From an optimization exercise on the open Yosys and OpenROAD flow, aimed at small area; shortcuts taken in it are not production practice.
The RTL was checked by simulation tests, not by an equivalence proof against the original design.
Power figures rest on the tool's default switching activity, not on a simulated workload.

## the baseline
==> flow/design.v (excerpt) <==
module axi_many_to_one_interconnect # (
	parameter C_S_COUNT = 4,
	parameter C_ADDR_WIDTH = 32,
	parameter C_DATA_WIDTH = 32,
	parameter C_STRB_WIDTH = C_DATA_WIDTH / 8,
	parameter C_ID_WIDTH = 4,
	parameter C_USER_WIDTH = 1,
	parameter C_ID_MT_USE = 1
)
(
	input logic clk,
	input logic resetn,
	input  logic [C_S_COUNT*C_ID_WIDTH-1:0]     s_axi_awid,
    input  logic [C_S_COUNT*C_ADDR_WIDTH-1:0]   s_axi_awaddr,
    input  logic [C_S_COUNT*8-1:0]              s_axi_awlen,
    input  logic [C_S_COUNT*3-1:0]              s_axi_awsize,
    input  logic [C_S_COUNT*2-1:0]              s_axi_awburst,
    input  logic [C_S_COUNT-1:0]                s_axi_awlock,
    input  logic [C_S_COUNT*4-1:0]              s_axi_awcache,
    input  logic [C_S_COUNT*3-1:0]              s_axi_awprot,
    input  logic [C_S_COUNT*4-1:0]              s_axi_awqos,
    input  logic [C_S_COUNT*C_USER_WIDTH-1:0]   s_axi_awuser,
    input  logic [C_S_COUNT-1:0]                s_axi_awvalid,
    output logic [C_S_COUNT-1:0]                s_axi_awready,
    input  logic [C_S_COUNT*C_DATA_WIDTH-1:0]   s_axi_wdata,
    input  logic [C_S_COUNT*C_STRB_WIDTH-1:0]   s_axi_wstrb,
    input  logic [C_S_COUNT-1:0]                s_axi_wlast,
    input  logic [C_S_COUNT*C_USER_WIDTH-1:0]   s_axi_wuser,
    input  logic [C_S_COUNT-1:0]                s_axi_wvalid,
    output logic [C_S_COUNT-1:0]                s_axi_wready,
    output logic [C_S_COUNT*C_ID_WIDTH-1:0]     s_axi_bid,
    output logic [C_S_COUNT*2-1:0]              s_axi_bresp,
    output logic [C_S_COUNT*C_USER_WIDTH-1:0]   s_axi_buser,
    output logic [C_S_COUNT-1:0]                s_axi_bvalid,
    input  logic [C_S_COUNT-1:0]                s_axi_bready,
    input  logic [C_S_COUNT*C_ID_WIDTH-1:0]     s_axi_arid,
    input  logic [C_S_COUNT*C_ADDR_WIDTH-1:0]   s_axi_araddr,
    input  logic [C_S_COUNT*8-1:0]              s_axi_arlen,
    input  logic [C_S_COUNT*3-1:0]              s_axi_arsize,
    input  logic [C_S_COUNT*2-1:0]              s_axi_arburst,
    input  logic [C_S_COUNT-1:0]                s_axi_arlock,
    input  logic [C_S_COUNT*4-1:0]              s_axi_arcache,
    input  logic [C_S_COUNT*3-1:0]              s_axi_arprot,
    input  logic [C_S_COUNT*4-1:0]              s_axi_arqos,
    input  logic [C_S_COUNT*C_USER_WIDTH-1:0]   s_axi_aruser,
  ...
Size: about 1300 cells after synthesis, roughly 1100 I/O pins, about 12000 µm² of cells after synthesis.
Settings: LEC_CHECK=0, CAP_MARGIN=20, CORE_AREA=10 10 410 410, DIE_AREA=0 0 420 420, PLACE_DENSITY=0.75, SLEW_MARGIN=20, SYNTH_HIERARCHICAL=1; clock period 5.0 ns.
standard.sh (not shown) runs the stock make flow with config.mk's settings and CLKGATE_MAP_FILE= SYNTH_SCRIPT=/design/flow/synth_recipe.tcl, a recipe that flattens the netlist after the stock synthesis.
==> flow/flow/run.sh <==
#!/bin/bash
# The standard layout, with two changes:
# - the port buffers are the smallest buffer cell (buffer_ports -buffer_cell)
#   instead of the one buffer_ports picks by default;
# - clock tree synthesis clusters up to 30 sinks within 100 um per leaf buffer
#   and inserts no dummy loads.
set -euo pipefail
cd "$(dirname "$0")/.."
bash standard.sh \
  "BUFFER_PORTS_ARGS=-buffer_cell sky130_fd_sc_hd__buf_1" \
  "CTS_ARGS=-sink_clustering_enable -repair_clock_nets -sink_clustering_size 30 -sink_clustering_max_diameter 100 -dont_use_dummy_load" \
  finish > flow_make.log 2>&1
## Diff of input files: the candidate against the baseline
# the baseline
export LEC_CHECK = 0
export CAP_MARGIN = 20
export CORE_AREA = 10 10 410 410
export DIE_AREA = 0 0 420 420
export PLACE_DENSITY = 0.75
export SLEW_MARGIN = 20
export SYNTH_HIERARCHICAL = 1
create_clock -name core_clock -period 5.0 [get_ports {clk}]
# the candidate
export LEC_CHECK = 0
export CAP_MARGIN = 20
export CORE_AREA = 10 10 410 410
export CTS_CLUSTER_DIAMETER = 100
export CTS_CLUSTER_SIZE = 30
export DIE_AREA = 0 0 420 420
export PLACE_DENSITY = 0.75
export SLEW_MARGIN = 20
export SYNTH_HIERARCHICAL = 1
create_clock -name core_clock -period 5.0 [get_ports {clk}]
==> flow/run.sh (new file) <==
#!/bin/bash
# synth_recipe.tcl (not shown) runs the flow's synth.tcl, then flattens the netlist and writes it again
# the make line also repeats each setting of config.mk as NAME=value (left out here)
make -C /OpenROAD-flow-scripts/flow DESIGN_CONFIG=/design/flow/config.mk WORK_HOME=/design/flow/orfs CLKGATE_MAP_FILE= SYNTH_SCRIPT=/design/flow/synth_recipe.tcl finish
removed: flow/flow/run.sh
removed: flow/standard.sh
Notes after the runs:
The candidate: flow completed, timing, DRC and antenna clean. Re number of cell rows: no difference whatsoever between the candidate and the baseline. First-iteration DRC count: the candidate < the baseline. Re post-route DRC violation count: no difference whatsoever between the candidate and the baseline. Number of sequential storage elements: the baseline vs the candidate identical. The candidate against the baseline: initial antenna violation count now sits lower, overall via count from detail_route now sits lower, post-route cell area now sits higher, sequential share of layout area now sits lower.

========
axi_many_to_one_interconnect, a different RTL version from the one above (not shown whole).
Size: ~250 flip-flops, about 1,100 I/O pins, ~13,000 um^2 of cells after synthesis.
clock: 5.0 ns
lec_check: 0
cap_margin: 20
core_area: 10 10 410 410
die_area: 0 0 420 420
place_density: 0.5
slew_margin: 20
run.sh (not shown) runs the stock make flow with config.mk's settings and CLKGATE_MAP_FILE= SYNTH_SCRIPT=/design/flow/synth_recipe.tcl, a recipe that flattens the netlist after the stock synthesis.
Stock flow here: none of the scripts above is used.
==> next run, changes <==
==> flow/flow/run.sh (new file) <==
#!/bin/bash
# The standard layout, except that the port buffers are the smallest buffer cell
# (buffer_ports -buffer_cell) instead of the one buffer_ports picks by default.
set -euo pipefail
cd "$(dirname "$0")/.."
bash standard.sh \
  "BUFFER_PORTS_ARGS=-buffer_cell sky130_fd_sc_hd__buf_1" \
  finish > flow_make.log 2>&1
==> flow/standard.sh (new file) <==
#!/bin/bash
# synth_recipe.tcl (not shown) runs the flow's synth.tcl, then flattens the netlist and writes it again
# the make line also repeats each setting of config.mk as NAME=value (left out here)
make -C /OpenROAD-flow-scripts/flow DESIGN_CONFIG=/design/flow/config.mk WORK_HOME=/design/flow/orfs CLKGATE_MAP_FILE= SYNTH_SCRIPT=/design/flow/synth_recipe.tcl "${@:-finish}"
removed: flow/run.sh
Result: Clock-buffer cell count goes up by 1; die area does not change; global-route usage is lower by 0.47 points; routed wire length decreases by 4.2%; combinational power came out lower by about 23%; via count increases by about 1%.

## what the ideal ports hide
Ports are ideal in the flow. The routed layouts listed here were re-timed in OpenROAD. Step 1 assumes that a clkbuf_16 drives the clock port and a buf_2 every other input. Step 2 also shifts input and output timing later by t, the mid clock arrival at the registers, as if the neighbouring blocks saw the same clock. Slacks: no drivers / after step 1 / after step 2; pairs: no drivers / after step 1.
| run | t, ns | setup slack, ns | worst setup path at the end |
|---|---|---|---|
| the baseline | 0.671 | 1.608 / 1.546 / 1.492 | input to register |
| the candidate | 0.693 | 1.182 / 1.123 / 1.271 | input to register |
| the first run of note 2 | 0.657 | 1.094 / 1.031 / 0.988 | input to register |
| the second run of note 2 | 0.657 | 1.605 / 1.591 / 1.348 | input to register |
After both steps every run listed still meets setup and hold. For the second run of note 2, which loses most, drivers alone change the setup slack by -0.014 ns; drivers and shift together by -0.257 ns.
